This design comes from an exercise in tuning for small area on the open sky130 flow, not from production work. In this exercise RTL edits were held to simulation tests only and were not proved equivalent to the original. Power and IR drop assume default switching activity.

===== flow/design.v =====
`timescale 1 ns / 1 ns
module alu_avr (
   input  wire [7:0] alu_data_r_in,
   input  wire [7:0] alu_data_d_in,
   input  wire       alu_c_flag_in,
   input  wire       alu_z_flag_in,
   input  wire       idc_add,
   input  wire       idc_adc,
   input  wire       idc_adiw,
   input  wire       idc_sub,
   input  wire       idc_subi,
   input  wire       idc_sbc,
   input  wire       idc_sbci,
   input  wire       idc_sbiw,
   input  wire       adiw_st,
   input  wire       sbiw_st,
   input  wire       idc_and,
   input  wire       idc_andi,
   input  wire       idc_or,
   input  wire       idc_ori,
   input  wire       idc_eor,
   input  wire       idc_com,
   input  wire       idc_neg,
   input  wire       idc_inc,
   input  wire       idc_dec,
   input  wire       idc_cp,
   input  wire       idc_cpc,
   input  wire       idc_cpi,
   input  wire       idc_cpse,
   input  wire       idc_lsr,
   input  wire       idc_ror,
   input  wire       idc_asr,
   input  wire       idc_swap,
   output wire [7:0] alu_data_out,
   output wire       alu_c_flag_out,
   output wire       alu_z_flag_out,
   output wire       alu_n_flag_out,
   output wire       alu_v_flag_out,
   output wire       alu_s_flag_out,
   output wire       alu_h_flag_out
);
   wire [7:0] x = alu_data_d_in;
   wire [7:0] y = alu_data_r_in;
   wire op_subr, op_hflag, op_vflag, op_cflag, op_arith, op_logic, op_cin, op_zkeep;
   wire op_shift, op_and, op_andor, inv_b, borrow, ci_set;
   alu_dec u_dec (
      .idc_add (idc_add),  .idc_adc (idc_adc),  .idc_adiw (idc_adiw), .idc_sub (idc_sub),
      .idc_subi(idc_subi), .idc_sbc (idc_sbc),  .idc_sbci (idc_sbci), .idc_sbiw(idc_sbiw),
      .adiw_st (adiw_st),  .sbiw_st (sbiw_st),  .idc_and  (idc_and),  .idc_andi(idc_andi),
      .idc_or  (idc_or),   .idc_ori (idc_ori),  .idc_eor  (idc_eor),  .idc_com (idc_com),
      .idc_neg (idc_neg),  .idc_inc (idc_inc),  .idc_dec  (idc_dec),  .idc_cp  (idc_cp),
      .idc_cpc (idc_cpc),  .idc_cpi (idc_cpi),  .idc_cpse (idc_cpse), .idc_lsr (idc_lsr),
      .idc_ror (idc_ror),  .idc_asr (idc_asr),
      .op_subr (op_subr),  .op_hflag(op_hflag), .op_vflag (op_vflag), .op_cflag(op_cflag),
      .op_arith(op_arith), .op_logic(op_logic), .op_cin   (op_cin),   .op_zkeep(op_zkeep),
      .op_shift(op_shift), .op_and  (op_and),   .op_andor (op_andor), .inv_b   (inv_b),
      .borrow  (borrow),   .ci_set  (ci_set));
   wire ci     = ((alu_c_flag_in & op_cin) ^ op_subr) | ci_set;
   wire [7:0] b   = y ^ {8{inv_b}};
   wire [7:0] gen, prp, c;                       
   alu_pg  u_pg  (.a(x), .b(b), .kill(idc_neg), .g(gen), .p(prp));
   alu_cla u_cla (.g(gen), .p(prp), .ci(ci), .c(c));
   wire [7:0] m   = ({c[6:0], ci} & {8{op_arith}}) | (gen & {8{op_andor}}) | (prp & {8{op_and}});
   wire [7:0] sum = (prp ^ m) & {8{op_arith | op_logic}};
   wire [7:0] shr = {(idc_ror & alu_c_flag_in) | (idc_asr & x[7]), x[7:1]};
   wire [7:0] res = sum |
                    (shr & {8{op_shift}}) |
                    ({x[3:0], x[7:4]} & {8{idc_swap}});
   wire zero = ~(|res);
   assign alu_data_out   = res;
   assign alu_n_flag_out = res[7];
   assign alu_z_flag_out = zero & (~op_zkeep | alu_z_flag_in);
   assign alu_h_flag_out = (c[3] ^ borrow) & op_hflag;
   assign alu_c_flag_out = ((c[7] ^ borrow) & op_cflag) | (x[0] & op_shift) | idc_com;
   assign alu_v_flag_out = ((c[6] ^ c[7]) & op_vflag) | ((res[7] ^ x[0]) & op_shift);
   assign alu_s_flag_out = alu_n_flag_out ^ alu_v_flag_out;
endmodule  
module alu_dec (
   input  wire idc_add, idc_adc, idc_adiw, idc_sub, idc_subi, idc_sbc, idc_sbci, idc_sbiw,
   input  wire adiw_st, sbiw_st, idc_and, idc_andi, idc_or, idc_ori, idc_eor, idc_com,
   input  wire idc_neg, idc_inc, idc_dec, idc_cp, idc_cpc, idc_cpi, idc_cpse, idc_lsr,
   input  wire idc_ror, idc_asr,
   output wire op_subr, op_hflag, op_vflag, op_cflag, op_arith, op_logic, op_cin, op_zkeep,
   output wire op_shift, op_and, op_andor, inv_b, borrow, ci_set
);
   assign op_subr  = idc_sub | idc_subi | idc_sbc | idc_sbci | idc_sbiw | sbiw_st |
                     idc_cp | idc_cpc | idc_cpi | idc_cpse;
   assign op_hflag = idc_add | idc_adc | idc_sub | idc_subi | idc_sbc | idc_sbci |
                     idc_cp | idc_cpc | idc_cpi | idc_neg;
   assign op_vflag = idc_add | idc_adc | idc_sub | idc_subi | idc_sbc | idc_sbci |
                     adiw_st | sbiw_st | idc_cp | idc_cpi | idc_cpc |
                     idc_neg | idc_inc | idc_dec;
   assign op_cflag = idc_add | idc_adc | idc_adiw | adiw_st | idc_sub | idc_subi |
                     idc_sbc | idc_sbci | idc_sbiw | sbiw_st | idc_cp | idc_cpc |
                     idc_cpi | idc_neg;
   assign op_arith = op_cflag | idc_cpse | idc_inc | idc_dec;
   assign op_logic = idc_and | idc_andi | idc_or | idc_ori | idc_eor | idc_com;
   assign op_cin   = idc_adc | adiw_st | idc_sbc | idc_sbci | sbiw_st | idc_cpc;
   assign op_zkeep = adiw_st | sbiw_st | idc_cpc | idc_sbc | idc_sbci;
   assign op_shift = idc_lsr | idc_ror | idc_asr;
   assign op_and   = idc_and | idc_andi;
   assign op_andor = idc_and | idc_andi | idc_or | idc_ori;
   assign inv_b    = op_subr | idc_dec | idc_neg | idc_com;    
   assign borrow   = op_subr | idc_neg;                        
   assign ci_set   = idc_inc | idc_neg;
endmodule  
module alu_pg (
   input  wire [7:0] a,
   input  wire [7:0] b,
   input  wire       kill,
   output wire [7:0] g,
   output wire [7:0] p
);
   assign g = a & b & {8{~kill}};
   assign p = a ^ b;
endmodule  
module alu_cla (
   input  wire [7:0] g,
   input  wire [7:0] p,
   input  wire       ci,
   output wire [7:0] c
);
   wire [7:0] g0 = {g[7:1], g[0] | (p[0] & ci)};
   wire [7:0] g1 = g0 | ({p[7:1], 1'b0} & {g0[6:0], 1'b0});
   wire [7:0] p1 = {p[7:1] & p[6:0], p[0]};
   wire [7:0] g2 = g1 | ({p1[7:2], 2'b0} & {g1[5:0], 2'b0});
   wire [7:0] p2 = {p1[7:2] & p1[5:0], p1[1:0]};
   assign c = g2 | ({p2[7:4], 4'b0} & {g2[3:0], 4'b0});
endmodule  
`timescale 1 ns / 1 ns
module reg_file (
   input  wire       cp2,
   input  wire       cp2en,
   input  wire       ireset,
   input  wire [7:0] reg_rd_in,
   input  wire [4:0] reg_rd_adr,
   input  wire       reg_rd_wr,
   output wire [7:0] reg_rd_out,
   input  wire [4:0] reg_rr_adr,
   input  wire       rr_en,
   output wire [7:0] reg_rr_out
);
   reg  [255:0] gprf;
   reg  [31:0]  valid;
   wire [31:0]  we_n, rd_sel, rr_sel;
   wire [3:0] rd_lo, rr_lo;
   wire [7:0] rd_hi, wr_hi, rr_hi;
   rf_pre2    rd_pre_lo  (.a(reg_rd_adr[1:0]), .y(rd_lo));
   rf_pre3    rd_pre_hi  (.a(reg_rd_adr[4:2]), .y(rd_hi));
   wire       wr = cp2en & reg_rd_wr;
   rf_pre2e   rr_pre_lo  (.a(reg_rr_adr[1:0]), .en(rr_en), .y(rr_lo));
   rf_pre3    rr_pre_hi  (.a(reg_rr_adr[4:2]), .y(rr_hi));
   rf_rd_mux  rd_mux (.data(gprf), .sel(rd_sel), .q(reg_rd_out));
   rf_rd_mux  rr_mux (.data(gprf), .sel(rr_sel), .q(reg_rr_out));
   wire [255:0] gprf_d;
   wire [7:0]   din_n = ~reg_rd_in;
   genvar g, b;
   generate
      for (g = 0; g < 8; g = g + 1) begin : wrh
         rf_and2 wh_g (.a(rd_hi[g]), .b(wr), .y(wr_hi[g]));
      end
      for (g = 0; g < 32; g = g + 1) begin : gpr
         rf_nand2 we_g (.a(rd_lo[g % 4]), .b(wr_hi[g / 4]), .y(we_n[g]));
         rf_and3 rd_g (.a(rd_lo[g % 4]), .b(rd_hi[g / 4]), .c(valid[g]), .y(rd_sel[g]));
         rf_and3 rr_g (.a(rr_lo[g % 4]), .b(rr_hi[g / 4]), .c(valid[g]), .y(rr_sel[g]));
         always @(posedge cp2 or negedge ireset)
            if (!ireset)
               valid[g] <= 1'b0;
            else if (!we_n[g])
               valid[g] <= 1'b1;
         for (b = 0; b < 8; b = b + 1) begin : bit_
            wire hold_n;
            rf_nand2 h_g (.a(gprf[g*8+b]), .b(we_n[g]), .y(hold_n));
            rf_o21ai d_g (.a1(we_n[g]), .a2(din_n[b]), .b1(hold_n), .y(gprf_d[g*8+b]));
         end
         always @(posedge cp2)
            gprf[g*8 +: 8] <= gprf_d[g*8 +: 8];
      end
   endgenerate
endmodule  
module rf_pre2 (input wire [1:0] a, output wire [3:0] y);
   assign y = {a[1] & a[0], a[1] & ~a[0], ~a[1] & a[0], ~a[1] & ~a[0]};
endmodule
module rf_pre2e (input wire [1:0] a, input wire en, output wire [3:0] y);
   assign y = {4{en}} & {a[1] & a[0], a[1] & ~a[0], ~a[1] & a[0], ~a[1] & ~a[0]};
endmodule
module rf_pre3 (input wire [2:0] a, output wire [7:0] y);
   genvar k;
   generate
      for (k = 0; k < 8; k = k + 1) begin : d
         assign y[k] = (a == k);
      end
   endgenerate
endmodule
module rf_rd_mux (
   input  wire [255:0] data,
   input  wire [31:0]  sel,
   output wire [7:0]   q
);
   genvar b, k;
   generate
      for (b = 0; b < 8; b = b + 1) begin : bit_
         wire [10:0] t;
         wire [2:0]  p;
         for (k = 0; k < 10; k = k + 1) begin : ao3
            rf_a222oi u (.a1(data[(3*k)*8+b]),   .a2(sel[3*k]),
                         .b1(data[(3*k+1)*8+b]), .b2(sel[3*k+1]),
                         .c1(data[(3*k+2)*8+b]), .c2(sel[3*k+2]), .y(t[k]));
         end
         rf_a22oi  u30 (.a1(data[30*8+b]), .a2(sel[30]), .b1(data[31*8+b]), .b2(sel[31]), .y(t[10]));
         rf_nand4  n0  (.a(t[0]), .b(t[1]), .c(t[2]), .d(t[3]), .y(p[0]));
         rf_nand4  n1  (.a(t[4]), .b(t[5]), .c(t[6]), .d(t[7]), .y(p[1]));
         rf_nand3  n2  (.a(t[8]), .b(t[9]), .c(t[10]), .y(p[2]));
         rf_or3    o   (.a(p[0]), .b(p[1]), .c(p[2]), .y(q[b]));
      end
   endgenerate
endmodule  
module rf_a222oi (input wire a1, a2, b1, b2, c1, c2, output wire y);
   assign y = ~((a1 & a2) | (b1 & b2) | (c1 & c2));
endmodule
module rf_a22oi (input wire a1, a2, b1, b2, output wire y);
   assign y = ~((a1 & a2) | (b1 & b2));
endmodule
module rf_nand4 (input wire a, b, c, d, output wire y);
   assign y = ~(a & b & c & d);
endmodule
module rf_nand3 (input wire a, b, c, output wire y);
   assign y = ~(a & b & c);
endmodule
module rf_or3 (input wire a, b, c, output wire y);
   assign y = a | b | c;
endmodule
module rf_and3 (input wire a, b, c, output wire y);
   assign y = a & b & c;
endmodule
module rf_o21ai (input wire a1, a2, b1, output wire y);
   assign y = ~((a1 | a2) & b1);
endmodule
module rf_and2 (input wire a, b, output wire y);
   assign y = a & b;
endmodule
module rf_nand2 (input wire a, b, output wire y);
   assign y = ~(a & b);
endmodule
`timescale 1 ns / 1 ns
module io_reg_file (
   input  wire       cp2,
   input  wire       cp2en,
   input  wire       ireset,
   input  wire [7:0] sreg_fl_in,
   input  wire [7:0] sreg_fl_wr_en,
   output reg  [7:0] sreg_out
);
   wire [7:0] fl_n = ~sreg_fl_in;
   wire [7:0] en_n, hold_n, d;
   genvar g;
   generate
      for (g = 0; g < 8; g = g + 1) begin : fl
         rf_nand2 en_g (.a(cp2en), .b(sreg_fl_wr_en[g]), .y(en_n[g]));
         rf_nand2 h_g  (.a(sreg_out[g]), .b(en_n[g]), .y(hold_n[g]));
         rf_o21ai d_g  (.a1(en_n[g]), .a2(fl_n[g]), .b1(hold_n[g]), .y(d[g]));
         always @(posedge cp2 or negedge ireset)
            if (!ireset)
               sreg_out[g] <= 1'b0;
            else
               sreg_out[g] <= d[g];
      end
   endgenerate
endmodule  
`timescale 1 ns / 1 ns
module AluREG (
   input  wire       cp2,
   input  wire       cp2en,
   input  wire       ireset,
   input  wire [4:0] reg_rd_adr,
   input  wire [4:0] reg_rr_adr,
   input  wire       reg_rd_wr,
   input  wire [7:0] sreg_fl_wr_en,
   input  wire       idc_add,
   input  wire       idc_adc,
   input  wire       idc_adiw,
   input  wire       idc_sub,
   input  wire       idc_subi,
   input  wire       idc_sbc,
   input  wire       idc_sbci,
   input  wire       idc_sbiw,
   input  wire       adiw_st,
   input  wire       sbiw_st,
   input  wire       idc_and,
   input  wire       idc_andi,
   input  wire       idc_or,
   input  wire       idc_ori,
   input  wire       idc_eor,
   input  wire       idc_com,
   input  wire       idc_neg,
   input  wire       idc_inc,
   input  wire       idc_dec,
   input  wire       idc_cp,
   input  wire       idc_cpc,
   input  wire       idc_cpi,
   input  wire       idc_cpse,
   input  wire       idc_lsr,
   input  wire       idc_ror,
   input  wire       idc_asr,
   input  wire       idc_swap,
   input  wire       mc,
   input  wire       mz,
   output wire [7:0] alu_data_out,
   output wire [7:0] sreg_out
);
   wire [7:0] reg_rd_out;
   wire [7:0] reg_rr_out;
   wire       alu_c_flag_out;
   wire       alu_z_flag_out;
   wire       alu_n_flag_out;
   wire       alu_v_flag_out;
   wire       alu_s_flag_out;
   wire       alu_h_flag_out;
   wire       rr_en = ~(idc_neg | idc_com | idc_inc | idc_dec);
   reg_file GPRF_Inst (
      .cp2        (cp2),
      .cp2en      (cp2en),
      .ireset     (ireset),
      .reg_rd_in  (alu_data_out),
      .reg_rd_adr (reg_rd_adr),
      .reg_rd_wr  (reg_rd_wr),
      .reg_rd_out (reg_rd_out),
      .reg_rr_adr (reg_rr_adr),
      .rr_en      (rr_en),
      .reg_rr_out (reg_rr_out));
   io_reg_file IORegs_Inst (
      .cp2           (cp2),
      .cp2en         (cp2en),
      .ireset        (ireset),
      .sreg_fl_in    ({mz, mc, alu_h_flag_out, alu_s_flag_out, alu_v_flag_out,
                       alu_n_flag_out, alu_z_flag_out, alu_c_flag_out}),
      .sreg_fl_wr_en (sreg_fl_wr_en),
      .sreg_out      (sreg_out));
   alu_avr ALU_Inst (
      .alu_data_r_in  (reg_rr_out),
      .alu_data_d_in  (reg_rd_out),
      .alu_c_flag_in  (sreg_out[0]),
      .alu_z_flag_in  (sreg_out[1]),
      .idc_add        (idc_add),
      .idc_adc        (idc_adc),
      .idc_adiw       (idc_adiw),
      .idc_sub        (idc_sub),
      .idc_subi       (idc_subi),
      .idc_sbc        (idc_sbc),
      .idc_sbci       (idc_sbci),
      .idc_sbiw       (idc_sbiw),
      .adiw_st        (adiw_st),
      .sbiw_st        (sbiw_st),
      .idc_and        (idc_and),
      .idc_andi       (idc_andi),
      .idc_or         (idc_or),
      .idc_ori        (idc_ori),
      .idc_eor        (idc_eor),
      .idc_com        (idc_com),
      .idc_neg        (idc_neg),
      .idc_inc        (idc_inc),
      .idc_dec        (idc_dec),
      .idc_cp         (idc_cp),
      .idc_cpc        (idc_cpc),
      .idc_cpi        (idc_cpi),
      .idc_cpse       (idc_cpse),
      .idc_lsr        (idc_lsr),
      .idc_ror        (idc_ror),
      .idc_asr        (idc_asr),
      .idc_swap       (idc_swap),
      .alu_data_out   (alu_data_out),
      .alu_c_flag_out (alu_c_flag_out),
      .alu_z_flag_out (alu_z_flag_out),
      .alu_n_flag_out (alu_n_flag_out),
      .alu_v_flag_out (alu_v_flag_out),
      .alu_s_flag_out (alu_s_flag_out),
      .alu_h_flag_out (alu_h_flag_out));
endmodule  

===== flow/flow/run.sh =====
#!/bin/bash
# Standard ORFS layout (standard.sh) with two changes:
#  - ports are buffered with buf_1 instead of the default delay-cell buffer
#    (every input and output port still gets its own buffer);
#  - clock tree synthesis without dummy loads, with sink clusters of up to 16
#    flip-flops within 70 um, each driven by a clkbuf_8 (clkbuf_16 at the root).
# make's full output goes to run_make.log in the work folder; ORFS writes each
# step's log under orfs/logs/.
set -euo pipefail
bash standard.sh \
  "BUFFER_PORTS_ARGS=-buffer_cell sky130_fd_sc_hd__buf_1" \
  "CTS_ARGS=-sink_clustering_enable -repair_clock_nets -dont_use_dummy_load -sink_clustering_size 16 -sink_clustering_max_diameter 70 -buf_list sky130_fd_sc_hd__clkbuf_8 -root_buf sky130_fd_sc_hd__clkbuf_16" \
  finish > run_make.log 2>&1

===== flow/standard.sh =====
#!/bin/bash
# synth_recipe.tcl (not shown) runs the flow's synth.tcl, then flattens the netlist and writes it again
# the make line also repeats each setting of config.mk as NAME=value (left out here)
make -C /OpenROAD-flow-scripts/flow DESIGN_CONFIG=/design/flow/config.mk WORK_HOME=/design/flow/orfs CLKGATE_MAP_FILE= SYNTH_SCRIPT=/design/flow/synth_recipe.tcl "${@:-finish}"

===== flow/config.mk =====
export PLATFORM = sky130hd
export DESIGN_NAME = AluREG
export DESIGN_NICKNAME = AluREG
export VERILOG_FILES = /design/flow/design.v
export SDC_FILE = /design/flow/constraint.sdc
export NUM_CORES = 4
export LEC_CHECK = 0
export CAP_MARGIN = 20
export CORE_MARGIN = 2
export CORE_UTILIZATION = 45
export GPL_TIMING_DRIVEN = 0
export SETUP_SLACK_MARGIN = 0.05
export SLEW_MARGIN = 20
export SYNTH_HIERARCHICAL = 1

===== flow/constraint.sdc =====
create_clock -name core_clock -period 7.2 [get_ports {cp2}]
set_input_delay 1.4400 -clock core_clock [delete_from_list [all_inputs] [get_ports {cp2}]]
set_output_delay 1.4400 -clock core_clock [all_outputs]
set_load 0.01 [all_outputs]

==> out/qor.txt, run 1 <==
ranking of synthesized cells by area: dfxtp_1 (40%), a222oi_1 (13%), o21ai_1 (10%), nand2_1 (9.4%), dfrtp_1 (7.9%)
largest net degree at the start of global routing: 33
TritonCTS clock tree: done
Pre-antenna DRT Iters: 8
total number of vias: 11963
count leader, synth: nand2_1
HPWL after DPL: 29470 µm
Peak Freq: 142.1 MHz
Hold Crit Class: reg2reg
EDFF count, synth: 0
P_int: 2141 µW
fraction of the yosys area taken by sequential cells: 48.19%
drt wl/cell: 22.77 µm
Reg power frac: 61.8%
DIE WIDTH: 172.1 µm
Pleak: 0.004989 µW
Worst slew margin: 45.85%
critical path class: in2out
Worst EP arrival: 5.60 ns
H-tree depth: 1
top cell type's share of synthesized area: 40.32%
Post-Synth Simple-Gate Area: 21.57%
Commonest cells post-synth: nand2_1 (317), o21ai_1 (264), dfxtp_1 (256), a222oi_1 (163), and3_1 (65)
clk sink count: 296
Initial Util: 45.75%
Compound-Gate Fraction of Synth Area: 27.16%
Cell Pwr Density: 204.1 nW/µm²
vias in the first global route: 10946
detailed-route DRC error count: 0
CP Data Required Time: 5.76 ns
crit share post-route: 97.75%
Synth cell types: 60
Syn Area/Cell: 9.125 µm²
Primary FF master, synth: dfxtp_1
Logic pwr share: 7.9%
final hold vios: 0
DP Area: 13450 µm²
clock tree buffer depth: 3
Clk pin slew, worst setup/hold paths: 0.06 ns
# port buffers: 65
R2R depth: 18
DIE HEIGHT: 172.1 µm
multiplexer share of the synthesized area: 0.5611%
root buffer cell: clkbuf_16
final-report max-slew violation count: 0
vias per std cell: 6.360
Yosys reg bits: 296
CTS hold repair buffers: 0
Clk Latency, worst-skew pair: 0.53 ns
status: finished clean
Final nets: 1559
CTS buffer count: 24
area delta synth->final: 10.82%
post-route cell area: 14090 µm²
first-pass GRT wire length: 64340 µm
Cell Rows: 61
GRT Overall Usage: 28.44%
Fill cells: 2775
WL final: 42820 µm
switching share of power: 25.54%
clock skew: 0.05328 ns
# Max-Cap Violations: 0
DRT iter0 DRCs: 1774
largest family of logic cells by synthesized area: compound AO/OA/AOI/OAI gates
Synth Instances: 1393
die area: 29610 µm²
Syn Nets: 1452
Worst IR Drop VDD: 0.0001484 V
initial antenna violation count: 6
Post-Syn Area: 12710 µm²
number of synthesis warnings: 8
Clk network pwr share: 30.3%
Overflow after GRT: 0
unrepaired setup endpoints after global routing: true
min Tclk post-route: 7.038 ns
CP Max Fanout: 12
Core Region: 27780 µm²
Synth Area in Adders: 0.7875%
Final setup viols: 0
Worst Max-Slew Pin Slew: 0.8086 ns
Yosys top cell by area: dfxtp_1
Worst setup SP type: input pin
Post-Synth XOR/XNOR Area: 0.8269%
hold depth: 2
gp weighted congestion: 0.9391
Worst setup EP type: output port
total power: 2875 µW
Final ANT Viol Nets: 0
Psw: 734.2 µW
share of post-route cells with drive strength above 1: 8.545%
number of I/O pins: 67
asr flop ratio synth: 13.51%
==> cell families after synthesis <==
| logic type | Yosys count |
|---|---|
| buffers and inverters | 29 |
| XOR/XNOR | 12 |
| multiplexers | 7 |
| AO/OA/AOI/OAI | 481 |
| flip-flops | 296 |
| AND/OR/NAND/NOR | 560 |
| adder cells (fa/ha/maj) | 8 |
==> flip-flops by register name (all words and copies together) (netlist names) <==
name / cells
GPRF_Inst.gprf: 256
GPRF_Inst.valid: 32
IORegs_Inst.sreg_out: 8
==> metrics by stage <==
stage	util, %	setup WS, ns	setup TNS [ns]	hold WS (ns)	std cells
final	50.70	0.1622	0	0.4762	1881
after global routing	50.68	0.02516	0	0.4992	1878
after CTS	50.22	0.05516	0	0.4749	1869
after detailed placement	48.43	-0.6739	-2.756	0.4617	1837
after global placement	48.33	-0.6170	-25.61	0.4578	1836
after floorplan	-	0.9875	0	0.4427	1393
==> final timing paths <==
path	startpoint	to	slack (ns)
min in group asynchronous	ireset	IORegs_Inst.sreg_out[0]	0.82
worst max register to register	GPRF_Inst.valid[3]	IORegs_Inst.sreg_out[1]	2.22
worst min register to register	GPRF_Inst.gprf[214]	GPRF_Inst.gprf[214]	0.48
worst max-delay path	idc_neg	alu_data_out[5]	0.16
max in group asynchronous	ireset	GPRF_Inst.valid[12]	5.85
worst min-delay path	GPRF_Inst.gprf[214]	GPRF_Inst.gprf[214]	0.48
==> power by group through the flow <==
stage / sequential, µW / clock, µW / combinational, µW
finish: 1780 / 871 / 228
global route: 1790 / 946 / 254
CTS: 1770 / 889 / 222
detailed placement: 1810 / 0 / 218
global placement: 1810 / 0 / 209
floorplan: 1800 / 0 / 133
==> placed cells by master (no fill, tap or decap), drive strengths merged, types with 13 or more instances in the layout <==
cell type / netlist / routed
a22oi: 25 / 25
and2: 13 / 13
nand2b: 37 / 37
dfrtp: 40 / 40
nand3: 22 / 22
and3: 68 / 68
inv: 22 / 22
clkbuf: 4 / 35
nand2: 317 / 317
a222oi: 163 / 163
or3: 19 / 19
nand4: 34 / 34
buf: 3 / 77
dfxtp: 256 / 256
o21ai: 266 / 266
==> Yosys stat by module, one instance, submodules excluded, excerpt <==
module / times used / cell area, µm² / flops+latches
reg_file: 1 / 6162 / 288
alu_avr: 1 / 604.3 / 0
io_reg_file: 1 / 230.2 / 8
alu_pg: 1 / 150.1 / 0
alu_dec: 1 / 143.9 / 0
rf_pre3: 2 / 65.06 / 0
AluREG: 1 / 12.51 / 0
rf_a222oi: 160 / 10.01 / 0
rf_nand4: 32 / 6.256 / 0
rf_and3: 64 / 6.256 / 0
rf_nand2: 304 / 3.754 / 0
==> worst max-delay path, stage by stage <==
cell	delay, ns
buf_12	0.11
nor4_4	0.07
and3b_2	0.25
buf_4	0.17
and3_4	0.21
a222oi_1	0.57
nand4_1	0.35
or3_1	0.41
xor2_1	0.15
ha_1	0.19
nor2b_1	0.16
a21oi_2	0.14
nand2_1	0.12
a21o_1	0.21
a31o_2	0.26
a21o_1	0.16
a2bb2oi_1	0.15
o221ai_1	0.26
buf_1	0.21
==> layout make-up <==
type	count	area [µm²]	area share (%)
Sequential cell	296	6126	43.49
Buffer	6	25.02	0.1777
Clock buffer	24	364.1	2.585
Timing Repair Buffer	82	441.7	3.136
Antenna cell	5	12.51	0.08883
Inverter	22	82.58	0.5863
Tap cell	378	473.0	3.358
Multi-Input combinational cell	1068	6561	46.58
==> what timing repair did <==
action / 4_1_cts / 5_1_grt
setup endpoints to repair: 7 / 6
resized for setup: 25 / 29
pin swaps: 22 / 40
buffers inserted: 8 / 8
==> per-layer routing <==
metal,wire length [µm],global-route usage (%)
met1,19240,40.14
met3,3790,5.333
met4,1496,10.49
met5,13,0
met2,18280,43.36
==> run 2, diff against run 1 <==
--- a/flow/config.mk
+++ b/flow/config.mk
@@ -5,10 +5,10 @@
 export SDC_FILE = /design/flow/constraint.sdc
 export NUM_CORES = 4
 export LEC_CHECK = 0
-export CAP_MARGIN = 20
+export CAP_MARGIN = 10
 export CORE_MARGIN = 2
 export CORE_UTILIZATION = 45
 export GPL_TIMING_DRIVEN = 0
 export SETUP_SLACK_MARGIN = 0.05
-export SLEW_MARGIN = 20
+export SLEW_MARGIN = 10
 export SYNTH_HIERARCHICAL = 1
==> out/qor.txt, run 2 <==
die area: 29610 µm²
placed insts: 1841
status: finished clean
fraction of the yosys area taken by sequential cells: 48.19%
final-report max-slew violation count: 0
initial antenna violation count: 5
count leader, synth: nand2_1
Clk network pwr share: 30.7%
GRT Overall Usage: 28.60%
WL final: 43190 µm
detailed-route DRC error count: 0
number of synthesis warnings: 8
Worst EP arrival: 5.64 ns
Synth Instances: 1393
Psw: 751.6 µW
asr flop ratio synth: 13.51%
Post-Syn Area: 12710 µm²
Core Region: 27780 µm²
DP Area: 13560 µm²
min Tclk post-route: 7.077 ns
Commonest cells post-synth: nand2_1 (317), o21ai_1 (264), dfxtp_1 (256), a222oi_1 (163), and3_1 (65)
DRT iter0 DRCs: 1859
Most flops, register: GPRF_Inst.gprf
crit share post-route: 98.29%
Primary FF master, synth: dfxtp_1
HPWL after DPL: 30000 µm
Clk pin slew, worst setup/hold paths: 0.07 ns
switching share of power: 25.79%
root buffer cell: clkbuf_16
clock skew: 0.04253 ns
# port buffers: 65
Yosys reg bits: 296
Reg power frac: 61.0%
number of I/O pins: 67
first-pass GRT wire length: 64720 µm
CTS buffer count: 25
top cell type's share of synthesized area: 40.32%
vias per std cell: 6.379
Syn Nets: 1452
total number of vias: 12011
critical path class: in2out
area delta synth->final: 11.93%
clk sink count: 296
most frequent cells in the layout: nand2_1 (317), o21ai_1 (264), dfxtp_1 (256), a222oi_1 (163), buf_1 (55)
TritonCTS clock tree: done
reg2reg setup slack: 2.24 ns
Worst setup EP type: output port
post-route cell area: 14230 µm²
Final ANT Viol Nets: 0
ranking of synthesized cells by area: dfxtp_1 (40%), a222oi_1 (13%), o21ai_1 (10%), nand2_1 (9.4%), dfrtp_1 (7.9%)
commonest non-fill, non-tap cell in the layout: nand2_1
Peak Freq: 141.3 MHz
vias in the first global route: 11030
Overflow after GRT: 0
Cell Pwr Density: 204.8 nW/µm²
unrepaired setup endpoints after global routing: false
EDFF count, synth: 0
Logic pwr share: 8.3%
final hold vios: 0
DIE HEIGHT: 172.1 µm
CP Max Fanout: 8
largest net degree at the start of global routing: 33
Worst setup SP type: input pin
Synth cell types: 60
Worst IR Drop VDD: 0.0001316 V
P_int: 2162 µW
share of post-route cells with drive strength above 1: 8.788%
max FFs per register: 256
gp weighted congestion: 0.9391
Syn Area/Cell: 9.125 µm²
Worst slew margin: 42.78%
Final Non-Filler Cells: 1883
H-tree depth: 1
Final setup viols: 0
Worst Max-Slew Pin Slew: 0.8544 ns
Cell Rows: 61
Pleak: 0.005034 µW
Clk Latency, worst-skew pair: 0.53 ns
drt wl/cell: 22.94 µm
biggest regs: GPRF_Inst.gprf (256), GPRF_Inst.valid (32), IORegs_Inst.sreg_out (8)
Hold Crit Class: reg2reg
CTS hold repair buffers: 0
# Max-Cap Violations: 0
setup TNS: 0 ns
Pre-antenna DRT Iters: 9
Fill cells: 2733
clock tree buffer depth: 3
CP Data Required Time: 5.76 ns
Initial Util: 45.75%
Hold Slack: 0.4750 ns
Yosys top cell by area: dfxtp_1
Final nets: 1563
DIE WIDTH: 172.1 µm
-- run 2: changes by cell type in the layout (fill, tap and decap cells not counted), moves of 2 or more --
| cell | delta |
|---|---|
| diode_2 | -2 |
| and3_2 | -3 |
| nor2b_1 | -2 |
| inv_2 | -4 |
| buf_16 | +4 |
| buf_6 | -2 |
| or3_1 | -2 |
| or3_4 | +2 |
| and3_4 | +3 |
| inv_1 | +4 |
| buf_4 | -2 |
-- run 2: metrics by stage --
step | worst slack, ns | total power (µW) | util, %
after floorplan | 0.9875 | 1930 | -
after global placement | -0.6170 | 2016 | 48.33
after detailed placement | -0.6531 | 2038 | 48.82
after CTS | 0.07784 | 2917 | 50.56
after global routing | 0.02852 | 3025 | 51.19
final | 0.1231 | 2914 | 51.21
-- run 2: power groups by stage --
stage / sequential (µW) / clock (µW) / combinational, µW
floorplan: 1800 / 0 / 133
global placement: 1810 / 0 / 209
detailed placement: 1810 / 0 / 229
CTS: 1770 / 911 / 232
global route: 1790 / 970 / 268
finish: 1780 / 896 / 242
-- run 2: cell type report --
cell class	instances	area, µm²	share of cell area [%]
timing repair buffer	84	535.5	3.764
multi-input combinational	1068	6593	46.34
clock buffer	25	377.9	2.656
inverter	22	82.58	0.5804
sequential	296	6126	43.06
buffer	7	32.53	0.2287
antenna	3	7.507	0.05277
tap	378	473.0	3.324
-- run 2: per-module statistics from Yosys (local to each module, per instance), a selection --
| module | area, µm² | times used | flops+latches | cells inside |
|---|---|---|---|---|
| AluREG | 12.51 | 1 | 0 | 1 |
| alu_avr | 604.3 | 1 | 0 | 85 |
| alu_dec | 143.9 | 1 | 0 | 26 |
| io_reg_file | 230.2 | 1 | 8 | 16 |
| reg_file | 6162 | 1 | 288 | 329 |
| rf_and2 | 6.256 | 8 | 0 | 1 |
| rf_and3 | 6.256 | 64 | 0 | 1 |
| rf_nand2 | 3.754 | 304 | 0 | 1 |
| rf_o21ai | 5.005 | 264 | 0 | 1 |
| rf_pre2 | 26.28 | 1 | 0 | 4 |
| rf_pre2e | 37.54 | 1 | 0 | 4 |
-- run 2: path summary, 6_finish.rpt --
path,cells past startpoint,end,start
worst min-delay path,2,GPRF_Inst.gprf[183],GPRF_Inst.gprf[183]
min in group asynchronous,1,IORegs_Inst.sreg_out[0],ireset
max in group asynchronous,2,GPRF_Inst.valid[12],ireset
worst max register to register,17,GPRF_Inst.gprf[103],GPRF_Inst.valid[23]
worst max-delay path,19,alu_data_out[7],idc_inc
worst min register to register,2,GPRF_Inst.gprf[183],GPRF_Inst.gprf[183]
-- run 2: timing repair --
item | in CTS | in global routing
setup buffers | 6 | 8
gates resized for setup | 22 | 35
hold endpoints to repair | 0 | 0
endpoints found under the setup margin | 7 | 5
pin swaps | 17 | 40
-- run 2: kinds of logic after synthesis --
| group | Yosys count | synth area share, % |
|---|---|---|
| flops | 296 | 48.19 |
| xor+xnor | 12 | 0.8268 |
| mux | 7 | 0.5611 |
| fa+ha+maj | 8 | 0.7875 |
| buf+inv | 29 | 0.9055 |
| simple gates | 560 | 21.57 |
| compound gates | 481 | 27.16 |
-- run 2: worst max-delay path, cell delays in order --
cell and delay [ns]:
clkbuf_2 0.13, nor4_4 0.06, and3b_2 0.30, and3_4 0.25
buf_4 0.13, a222oi_1 0.56, nand4_1 0.29, or3_1 0.39
xor2_1 0.15, ha_1 0.37, a21oi_2 0.15, a21oi_1 0.07
nand2b_2 0.20, a21o_4 0.23, a22oi_2 0.17, mux2i_1 0.09
a221o_1 0.37, buf_4 0.15, clkbuf_2 0.12
-- run 2: per-layer routing --
layer	global-route usage (%)	vias to the layer above	part of all wire [%]	routed length [µm]
met1	40.06	5622	43	18700
met2	43.65	625	42	18340
met4	10.63	2	4.2	1793
li1	-	5666	-	-
met3	5.722	96	10	4345
met5	0	-	0.032	14
==> run 3, diff against run 2 <==
==> flow/flow/run.sh (replaced) <==
#!/bin/bash
# Standard ORFS layout (standard.sh) with two changes:
#  - ports are buffered with buf_1 instead of the default delay-cell buffer
#    (every input and output port still gets its own buffer);
#  - clock tree synthesis without dummy loads, with sink clusters of up to 18
#    flip-flops within 75 um, each driven by a clkbuf_8 (clkbuf_16 at the root).
# make's full output goes to run_make.log in the work folder; ORFS writes each
# step's log under orfs/logs/.
set -euo pipefail
bash standard.sh \
  "BUFFER_PORTS_ARGS=-buffer_cell sky130_fd_sc_hd__buf_1" \
  "CTS_ARGS=-sink_clustering_enable -repair_clock_nets -dont_use_dummy_load -sink_clustering_size 18 -sink_clustering_max_diameter 75 -buf_list sky130_fd_sc_hd__clkbuf_8 -root_buf sky130_fd_sc_hd__clkbuf_16" \
  finish > run_make.log 2>&1
--- a/flow/config.mk
+++ b/flow/config.mk
@@ -5,10 +5,10 @@
 export SDC_FILE = /design/flow/constraint.sdc
 export NUM_CORES = 4
 export LEC_CHECK = 0
-export CAP_MARGIN = 10
+export CAP_MARGIN = 20
 export CORE_MARGIN = 2
 export CORE_UTILIZATION = 45
 export GPL_TIMING_DRIVEN = 0
 export SETUP_SLACK_MARGIN = 0.05
-export SLEW_MARGIN = 10
+export SLEW_MARGIN = 20
 export SYNTH_HIERARCHICAL = 1
==> out/qor.txt, run 3 <==
M2 GR Usage: 43.50%
# Max-Cap Violations: 0
RR Startpoint: GPRF_Inst.valid[11]
share of post-route cells with drive strength above 1: 7.831%
vias in the first global route: 10850
number of I/O pins: 67
Core Util, Final: 50.46%
post-route cell area: 14020 µm²
Final ANT Viol Nets: 0
largest net degree at the start of global routing: 33
min Tclk post-route: 7.054 ns
Post-Syn Area: 12710 µm²
clk sink count: 296
Cell Rows: 61
Initial Util: 45.75%
total power: 2829 µW
Final nets: 1555
Final setup viols: 0
drt wl/cell: 22.74 µm
number of synthesis warnings: 8
critical path class: in2out
Worst setup SP type: input pin
DP Area: 13450 µm²
Clk pin slew, worst setup/hold paths: 0.10 ns
met1 Resource Use GR: 40.26%
Most flops, register: GPRF_Inst.gprf
Pleak: 0.004958 µW
max FFs per register: 256
Worst EP arrival: 5.61 ns
crit share post-route: 97.97%
Cell Pwr Density: 201.8 nW/µm²
DRT iter0 DRCs: 1819
Final WS setup: 0.1462 ns
most frequent cells in the layout: nand2_1 (317), o21ai_1 (264), dfxtp_1 (256), a222oi_1 (163), buf_1 (57)
EDFF count, synth: 0
CTS buffer count: 21
r2r endpoint: IORegs_Inst.sreg_out[1]
Worst setup EP type: output port
top cell type's share of synthesized area: 40.32%
Synth cell types: 60
Synth Instances: 1393
GRT Overall Usage: 28.33%
CP Max Fanout: 8
reg2reg setup slack: 2.15 ns
R2R depth: 18
fraction of the yosys area taken by sequential cells: 48.19%
final-report max-slew violation count: 0
die area: 29610 µm²
# port buffers: 65
biggest regs: GPRF_Inst.gprf (256), GPRF_Inst.valid (32), IORegs_Inst.sreg_out (8)
gp weighted congestion: 0.9391
ranking of synthesized cells by area: dfxtp_1 (40%), a222oi_1 (13%), o21ai_1 (10%), nand2_1 (9.4%), dfrtp_1 (7.9%)
area delta synth->final: 10.30%
WL final: 42640 µm
Syn Nets: 1452
busiest grt layer: met2
Core Region: 27780 µm²
Primary FF master, synth: dfxtp_1
Slowest-stage cell, CP: a222oi_1
Worst slew margin: 43.34%
crit-path cells: buf_1 -> and3b_2 -> buf_6 -> and3_4 -> a222oi_1 -> nand4_1 -> or3_1 -> xor2_1 -> ha_1 -> and4_1 -> a211oi_2 -> nand2b_2 -> a22oi_1 -> mux2i_1 -> a222oi_1 -> inv_1 -> buf_1
final hold vios: 0
first-pass GRT wire length: 64040 µm
Yosys reg bits: 296
H-tree depth: 1
Fill cells: 2778
initial antenna violation count: 4
Hold Crit Class: reg2reg
DIE HEIGHT: 172.1 µm
Clk Latency, worst-skew pair: 0.53 ns
clock tree buffer depth: 3
count leader, synth: nand2_1
Peak Freq: 141.8 MHz
Overflow after GRT: 0
status: finished clean
Worst IR Drop VDD: 0.0001424 V
detailed-route DRC error count: 0
hold depth: 2
total number of vias: 12026
Hold Path End: GPRF_Inst.gprf[170]
Hold Path Origin: GPRF_Inst.gprf[170]
vias per std cell: 6.414
commonest non-fill, non-tap cell in the layout: nand2_1
Worst Max-Slew Pin Slew: 0.8461 ns
clock skew: 0.05568 ns
HPWL after DPL: 29470 µm
setup TNS: 0 ns
Post-Place Setup Slack: -0.6739 ns
Pre-antenna DRT Iters: 10
Commonest cells post-synth: nand2_1 (317), o21ai_1 (264), dfxtp_1 (256), a222oi_1 (163), and3_1 (65)
asr flop ratio synth: 13.51%
unrepaired setup endpoints after global routing: true
TritonCTS clock tree: done
Yosys top cell by area: dfxtp_1
CP Data Required Time: 5.76 ns
Syn Area/Cell: 9.125 µm²
DIE WIDTH: 172.1 µm
met3 GRT Util: 4.967%
crit-path max cell delay: 0.62 ns
root buffer cell: clkbuf_16
[run 3: area by class of cell]
class | count | area [µm²] | share of cell area (%)
plain buffers | 6 | 25.02 | 0.1785
clock buffers | 21 | 322.8 | 2.303
well taps | 378 | 473.0 | 3.373
repair buffers | 81 | 430.4 | 3.070
flip-flops and latches | 296 | 6126 | 43.69
multi-input cells | 1068 | 6553 | 46.74
inverters | 22 | 82.58 | 0.5890
diodes | 3 | 7.507 | 0.05355
[run 3: repair_timing]
action / 4_1_cts / 5_1_grt
pin swaps: 24 / 26
hold buffers: 0 / 0
buffers inserted: 8 / 7
endpoints found under the setup margin: 7 / 5
gates resized for setup: 25 / 22
[run 3: worst max path at each step]
| stage | from | endpoint | slack, ns | cells after the start |
|---|---|---|---|---|
| after floorplan | idc_dec | alu_data_out[7] | 0.99 | 16 |
| after global placement | idc_neg | alu_data_out[7] | -0.62 | 18 |
| after detailed placement | idc_neg | alu_data_out[7] | -0.67 | 18 |
| after CTS | idc_neg | alu_data_out[7] | 0.06 | 19 |
| after global routing | idc_neg | alu_data_out[3] | 0.04 | 19 |
| final | reg_rr_adr[0] | alu_data_out[6] | 0.15 | 17 |
[run 3: report_power, final]
part	leakage [µW]	total [µW]	internal (µW)	switching, µW
registers	0.00257	1780	1720	57.6
clock network	0.000166	825	303	523
logic	0.00222	227	83.5	144
[run 3: routing by layer]
| metal | vias to the layer above | wire, µm |
|---|---|---|
| met1 | 5693 | 18880 |
| met3 | 80 | 4010 |
| met2 | 595 | 18210 |
| li1 | 5656 | - |
| met4 | 2 | 1528 |
| met5 | - | 11 |
[run 3: stage by stage]
stage          cells  hold WS (ns)
4_1_cts         1866        0.4793
6_report        1875        0.4809
3_5_place_dp    1837        0.4617
5_1_grt         1872        0.5007
3_3_place_gp    1836        0.4578
2_1_floorplan   1393        0.4427
[run 3: critical path, delay by kind of cell]
family | cells | cell delay (ns)
buf+inv | 4 | 0.59
fa+ha+maj | 1 | 0.37
compound gates | 4 | 1.44
simple gates | 6 | 1.49
mux | 1 | 0.13
xor+xnor | 1 | 0.16
[run 3: logic make-up (layout without fill, tap and decap cells)]
group | Yosys count | count (layout) | synth area share, %
and+or+nand+nor | 560 | 560 | 21.57
AOI/OAI and AO/OA | 481 | 481 | 27.16
DFF | 296 | 296 | 48.19
buffers and inverters | 29 | 130 | 0.9055
xor gates and xnor gates | 12 | 12 | 0.8268
adders and majority gates | 8 | 8 | 0.7875
muxes | 7 | 7 | 0.5611
other | 0 | 3 | 0
[run 3: modules after synthesis (local to each module, per instance), excerpt]
module       area [µm²]  cells inside  flops+latches
AluREG            12.51             1              0
rf_pre3           65.06             8              0
rf_and3           6.256             1              0
rf_nand4          6.256             1              0
rf_o21ai          5.005             1              0
io_reg_file       230.2            16              8
rf_nand2          3.754             1              0
rf_pre2e          37.54             4              0

[static timing again, ports no longer ideal]
No port has a modelled driver above. Below, the same layouts with a new extraction and two added sets of constraints. Step 1 sets driving cells, clkbuf_16 on the clock port and buf_2 on the other inputs (assumed; they add their load-dependent delay and slew). Step 2 times the ports against the registers' clock, not the clock port: input delays grow and output delays shrink by t, the midpoint of the rising clock arrivals with the driver on. Three values: no drivers, after step 1, after step 2; two values: the first two.
| run | t (ns) | setup WS [ns] | cell pins on the clock port's net |
|---|---|---|---|
| run 1 | 0.552 | 0.162 / 0.096 / 0.096 | 1 |
| run 2 | 0.557 | 0.123 / 0.070 / 0.070 | 1 |
| run 3 | 0.550 | 0.146 / 0.085 / 0.085 | 1 |
After both steps every run listed still meets setup and hold. The setup slack of run 1, which loses most, moves by -0.066 ns with the drivers and by -0.066 ns with both steps.
